Context: an optimization exercise on an open-source flow, tuned for small area, a short achievable clock period and few clock cycles per item. The choices shown serve that exercise and are no tape-out recipe.
Function was checked by simulation only, so behaviour that the tests miss may differ from the original.

==> build 24 <==
// dot_product
module dot_product #(
  parameter ADDR_WIDTH = 5,
  parameter WIDTH = 32
) (
  input clk,
  input rst,
  input [ADDR_WIDTH:0] len,
  input [WIDTH-1:0] a_data,
  input a_valid,
  output reg a_ready,
  input [WIDTH-1:0] b_data,
  input b_valid,
  output reg b_ready,
  output [WIDTH-1:0] c_data,
  output reg c_valid,
  input c_ready
);
export LEC_CHECK = 0
export CAP_MARGIN = 20
export CORE_MARGIN = 2
export CORE_UTILIZATION = 40
export PLACE_DENSITY = 0.6
export SLEW_MARGIN = 20
create_clock -name core_clock -period 10.0 [get_ports {clk}]
standard.sh (not shown) runs the stock make flow with config.mk's settings and CLKGATE_MAP_FILE= SYNTH_SCRIPT=/design/flow/synth_recipe.tcl, a recipe that flattens the netlist after the stock synthesis.
==> flow/flow/run.sh <==
#!/bin/bash
# Own layout flow: the standard layout (standard synthesis, floorplan,
# placement, CTS, routing) with the timing repair steps aiming at a setup
# slack margin below the clock period, so that repair keeps shortening the
# critical paths instead of stopping once the 10 ns clock is met.
# The design's clock and I/O constraints are used unchanged.
set -euo pipefail
cd "$(dirname "$0")/.."
MARGIN=$(cat flow/margin.txt)
bash standard.sh SETUP_SLACK_MARGIN="$MARGIN" finish > flow_make.log 2>&1
==> flow/flow/margin.txt <==
7.0
==> trial 75 (differences from build 24) <==
==> flow/flow/run.sh (replaced) <==
#!/bin/bash
# Own layout flow: the standard layout (standard synthesis, floorplan,
# placement, CTS, routing) run through standard.sh, with extra make settings
# read from flow/make_args.txt (one VAR=value per line). They set how hard
# timing repair works (a setup slack margin, so that repair keeps shortening
# the critical paths after the 10 ns clock is met) and which buffer cell
# buffers the ports. The design's clock and I/O constraints are unchanged.
# make's full output goes to flow_make.log here; each ORFS step also keeps
# its own log under orfs/logs/.
set -euo pipefail
cd "$(dirname "$0")/.."
args=()
while IFS= read -r line || [[ -n "$line" ]]; do
  [[ -z "$line" || "$line" == \#* ]] && continue
  args+=("$line")
done < flow/make_args.txt
bash standard.sh "${args[@]}" finish > flow_make.log 2>&1
==> flow/flow/make_args.txt (new file) <==
SETUP_SLACK_MARGIN=6.8
BUFFER_PORTS_ARGS=-buffer_cell sky130_fd_sc_hd__buf_2
removed: flow/flow/margin.txt
==> notes <==
- Setup slack: trial 75 is better than build 24 (0.014 ns).
- Synthesized cell count is the same in build 24 and trial 75.
- In trial 75 the sequential share of layout area is higher than in build 24, by 1.0 points.
- In die area, build 24 and trial 75 do not differ.
- Between trial 75 and build 24, the lower clock skew is in trial 75 (gap 0.0080 ns).
- Clock-buffer cell count: build 24 is lower than trial 75 (3).
- Against build 24, the non-clock buffer count of trial 75 is lower by 44.
- Via count: build 24 is larger than trial 75 (2.6%).
==> figures <==
	trial 75	build 24
Met1 routed wirelength after detailed routing	23900 µm	24000 µm
Status	timing/DRC/antenna clean	timing/DRC/antenna clean
Proportion of cell area occupied by registers	23.8%	22.8%
Multi-input logic area	13400 µm²	13600 µm²
Global router's overall resource usage	23.0%	23.4%
Detailed-route wire length	57900 µm	59000 µm
Launching element of the worst setup path	m_5_1	m_5_0
Worst hold endpoint	m_31_6	b_ready
Fraction of the cycle the final worst path needs	34.8%	34.9%
Final weighted congestion in routability-driven placement	0.886	0.871
Crit path DAT	3.79 ns	3.81 ns
Worst hold slack after final layout	0.523 ns	0.528 ns
Starting DRT DRC Count	1175	1348
RR Startpoint	m_5_1	m_5_0
Startpoint of the most critical hold path	b_neg[15]	a_full
Met1 usage in global routing	30.5%	31.1%
Destination of the worst register-to-register timing path	acc[31]	acc[28]
Testbench counts of build 24, summed over its fixed seeds: cycles 10,109, items 512.
Testbench counts of trial 75, summed over its fixed seeds: cycles 10,109, items 512.

========
==> run E <==
dot_product, a different RTL version from the one above (not shown whole).
clock: 10.0 ns
lec_check: 0
cap_margin: 20
core_margin: 2
core_utilization: 40
place_density: 0.6
slew_margin: 20
==> flow/flow/run.sh <==
#!/bin/bash
# Own layout flow: the standard layout (standard synthesis, floorplan,
# placement, CTS, routing) run through standard.sh, with extra make settings
# read from flow/make_args.txt (one VAR=value per line). They set how hard
# timing repair works (a setup slack margin, so that repair keeps shortening
# the critical paths after the 10 ns clock is met) and which buffer cell
# buffers the ports. The design's clock and I/O constraints are unchanged.
# make's full output goes to flow_make.log here; each ORFS step also keeps
# its own log under orfs/logs/.
set -euo pipefail
cd "$(dirname "$0")/.."
args=()
while IFS= read -r line || [[ -n "$line" ]]; do
  [[ -z "$line" || "$line" == \#* ]] && continue
  args+=("$line")
done < flow/make_args.txt
bash standard.sh "${args[@]}" finish > flow_make.log 2>&1
==> flow/flow/make_args.txt <==
SETUP_SLACK_MARGIN=6.45
BUFFER_PORTS_ARGS=-buffer_cell sky130_fd_sc_hd__buf_2
==> inputs of run X, as changes to run E <==
--- a/flow/design.v
+++ b/flow/design.v
@@ -38,33 +38,36 @@
 reg [WIDTH-1:0] a_r;
 reg a_full, b_full;
 reg [ADDR_WIDTH:0] len_r;
 reg [ADDR_WIDTH:0] n;
 reg m_v, m_first, m_last;
 reg [WIDTH-1:0] acc;
+reg rst_d;
 wire a_en = !a_full || b_full;
 wire b_en = !b_full || a_full;
 wire a_fire = a_valid && a_en;
 wire b_fire = b_valid && b_en;
 wire pair = a_full && b_full;
 wire last = n == len_r - 1'b1;
 wire a_full_nx = a_fire || (a_full && !pair);
 wire b_full_nx = b_fire || (b_full && !pair);
 assign c_data = acc;
-always @(posedge clk) if (a_en) a_r <= a_data;
+always @(posedge clk) if (a_en || rst) a_r <= (a_valid && !rst) ? a_data : {WIDTH{1'b0}};
 reg [15:0] b_one, b_two, b_neg;
 wire [32:0] bx = {b_data, 1'b0};
 wire [15:0] e_one, e_two, e_neg;
 genvar gi;
 generate for (gi = 0; gi < 16; gi = gi + 1) begin : benc
   assign e_one[gi] = bx[2*gi+1] ^ bx[2*gi];
   assign e_two[gi] = (bx[2*gi+2] & ~bx[2*gi+1] & ~bx[2*gi]) | (~bx[2*gi+2] & bx[2*gi+1] & bx[2*gi]);
   assign e_neg[gi] = bx[2*gi+2];
 end endgenerate
-always @(posedge clk) if (b_en) begin
-  b_one <= e_one; b_two <= e_two; b_neg <= e_neg;
+always @(posedge clk) if (b_en || rst) begin
+  b_one <= (b_valid && !rst) ? e_one : 16'd0;
+  b_two <= (b_valid && !rst) ? e_two : 16'd0;
+  b_neg <= e_neg;
 end
 wire pp0_0 = (b_one[0] & a_r[0]) ^ b_neg[0];
 wire pp0_1 = ((b_one[0] & a_r[1]) | (b_two[0] & a_r[0])) ^ b_neg[0];
 wire pp0_2 = ((b_one[0] & a_r[2]) | (b_two[0] & a_r[1])) ^ b_neg[0];
 wire pp0_3 = ((b_one[0] & a_r[3]) | (b_two[0] & a_r[2])) ^ b_neg[0];
 wire pp0_4 = ((b_one[0] & a_r[4]) | (b_two[0] & a_r[3])) ^ b_neg[0];
@@ -1551,10 +1554,11 @@
     m_v <= pair;
     m_first <= pair && n == 0;
     m_last <= pair && last;
     if (c_valid && c_ready) c_valid <= 1'b0;
     else if (m_v && m_last) c_valid <= 1'b1;
   end
-  if (rst || (c_valid && c_ready)) acc <= 0;
-  else if (m_v) acc <= acc_nx;
+  rst_d <= rst;
+  if (rst || rst_d || (c_valid && c_ready)) acc <= 0;
+  else acc <= acc_nx;
 end
 endmodule
==> flow/flow/make_args.txt (replaced) <==
SETUP_SLACK_MARGIN=6.6
BUFFER_PORTS_ARGS=-buffer_cell sky130_fd_sc_hd__buf_2
==> flow/config.mk (replaced) <==
export PLATFORM = sky130hd
export DESIGN_NAME = dot_product
export DESIGN_NICKNAME = dot_product
export VERILOG_FILES = /design/flow/design.v
export SDC_FILE = /design/flow/constraint.sdc
export NUM_CORES = 4
export LEC_CHECK = 0
export CAP_MARGIN = 5
export CORE_MARGIN = 2
export CORE_UTILIZATION = 40
export GPL_ROUTABILITY_DRIVEN = 0
export PLACE_DENSITY = 0.6
export SLEW_MARGIN = 5
==> inputs of run K, as changes to run E <==
--- a/flow/design.v
+++ b/flow/design.v
@@ -38,33 +38,36 @@
 reg [WIDTH-1:0] a_r;
 reg a_full, b_full;
 reg [ADDR_WIDTH:0] len_r;
 reg [ADDR_WIDTH:0] n;
 reg m_v, m_first, m_last;
 reg [WIDTH-1:0] acc;
+reg rst_d;
 wire a_en = !a_full || b_full;
 wire b_en = !b_full || a_full;
 wire a_fire = a_valid && a_en;
 wire b_fire = b_valid && b_en;
 wire pair = a_full && b_full;
 wire last = n == len_r - 1'b1;
 wire a_full_nx = a_fire || (a_full && !pair);
 wire b_full_nx = b_fire || (b_full && !pair);
 assign c_data = acc;
-always @(posedge clk) if (a_en) a_r <= a_data;
+always @(posedge clk) if (a_en || rst) a_r <= (a_valid && !rst) ? a_data : {WIDTH{1'b0}};
 reg [15:0] b_one, b_two, b_neg;
 wire [32:0] bx = {b_data, 1'b0};
 wire [15:0] e_one, e_two, e_neg;
 genvar gi;
 generate for (gi = 0; gi < 16; gi = gi + 1) begin : benc
   assign e_one[gi] = bx[2*gi+1] ^ bx[2*gi];
   assign e_two[gi] = (bx[2*gi+2] & ~bx[2*gi+1] & ~bx[2*gi]) | (~bx[2*gi+2] & bx[2*gi+1] & bx[2*gi]);
   assign e_neg[gi] = bx[2*gi+2];
 end endgenerate
-always @(posedge clk) if (b_en) begin
-  b_one <= e_one; b_two <= e_two; b_neg <= e_neg;
+always @(posedge clk) if (b_en || rst) begin
+  b_one <= (b_valid && !rst) ? e_one : 16'd0;
+  b_two <= (b_valid && !rst) ? e_two : 16'd0;
+  b_neg <= e_neg;
 end
 wire pp0_0 = (b_one[0] & a_r[0]) ^ b_neg[0];
 wire pp0_1 = ((b_one[0] & a_r[1]) | (b_two[0] & a_r[0])) ^ b_neg[0];
 wire pp0_2 = ((b_one[0] & a_r[2]) | (b_two[0] & a_r[1])) ^ b_neg[0];
 wire pp0_3 = ((b_one[0] & a_r[3]) | (b_two[0] & a_r[2])) ^ b_neg[0];
 wire pp0_4 = ((b_one[0] & a_r[4]) | (b_two[0] & a_r[3])) ^ b_neg[0];
@@ -1551,10 +1554,11 @@
     m_v <= pair;
     m_first <= pair && n == 0;
     m_last <= pair && last;
     if (c_valid && c_ready) c_valid <= 1'b0;
     else if (m_v && m_last) c_valid <= 1'b1;
   end
-  if (rst || (c_valid && c_ready)) acc <= 0;
-  else if (m_v) acc <= acc_nx;
+  rst_d <= rst;
+  if (rst || rst_d || (c_valid && c_ready)) acc <= 0;
+  else acc <= acc_nx;
 end
 endmodule
==> flow/flow/make_args.txt (replaced) <==
SETUP_SLACK_MARGIN=6.6
BUFFER_PORTS_ARGS=-buffer_cell sky130_fd_sc_hd__buf_2
==> flow/config.mk (replaced) <==
export PLATFORM = sky130hd
export DESIGN_NAME = dot_product
export DESIGN_NICKNAME = dot_product
export VERILOG_FILES = /design/flow/design.v
export SDC_FILE = /design/flow/constraint.sdc
export NUM_CORES = 4
export LEC_CHECK = 0
export CAP_MARGIN = 5
export CORE_MARGIN = 2
export CORE_UTILIZATION = 40
export CTS_BUF_LIST = sky130_fd_sc_hd__clkbuf_4 sky130_fd_sc_hd__clkbuf_8
export PLACE_DENSITY = 0.6
export SLEW_MARGIN = 5
==> qor summary <==
Area fraction in compound gates after synthesis: run E 14.7%; run K 14.6%; run X 14.6%
Layout clock buffer count: run E 34; run K 62; run X 38
Routed met1 length: run E 23.6 mm; run K 23.7 mm; run X 23.9 mm
Crit path max fanout: run E 4; run K 2; run X 32
Multi-input combinational gate total: run E 1,710; run K 1,714; run X 1,714
Final Non-Filler Cells: run E 2,891; run K 2,947; run X 2,931
Global-route wire length before repair: run E 84.6 mm; run K 85.2 mm; run X 85.2 mm
Die Y: run E 228 um; run K 228 um; run X 228 um
Via count: run E 15,625; run K 15,812; run X 15,839
Data arrival time of the worst path: run E 3910 ps; run K 3770 ps; run X 3790 ps
Share of the final layout cell area in multi-input gates: run E 61.4%; run K 61.3%; run X 61.1%
Crit-path max cell delay: run E 410 ps; run K 440 ps; run X 480 ps
Run status: run E complete, no violations; run K complete, no violations; run X complete, no violations
First DRT Iteration DRCs: run E 1,037; run K 950; run X 1,054
GRT Resource Usage Total: run E 20.1%; run K 20.4%; run X 20.3%
Buffers excl. clock: run E 202; run K 223; run X 234
Testbench counts of run E, summed over its fixed seeds: cycles 10,109, items 512.
Testbench counts of run X, summed over its fixed seeds: cycles 10,109, items 512.
Testbench counts of run K, summed over its fixed seeds: cycles 10,109, items 512.

## re-timing with driven ports
The flow's constraints put no driver on any port. The routed layouts listed below were extracted and timed again, unchanged, in two steps. Step 1: set_driving_cell puts a clkbuf_16 on clk and a buf_2 on each other input, an assumption about the parent block. Step 2 also shifts input and output timing later by t, the mid clock arrival at the registers, as if the neighbouring blocks saw the same clock. Slacks: ideal / step 1 / step 2; pairs: ideal / step 1.
run	t (ns)	setup WS [ns]	latest minus earliest clock arrival (ns)
build 24	0.619	6.506 / 6.506 / 6.506	0.025 / 0.024
trial 75	0.617	6.520 / 6.520 / 6.520	0.015 / 0.015
run E	0.620	6.569 / 6.569 / 6.268	0.020 / 0.020
run X	0.625	6.674 / 6.630 / 6.403	0.018 / 0.017
run K	0.657	6.705 / 6.705 / 6.475	0.027 / 0.027
After both steps setup and hold are still met in every run listed. The setup slack of run E, which loses most, moves by 0.000 ns with the drivers and by -0.301 ns with both steps.
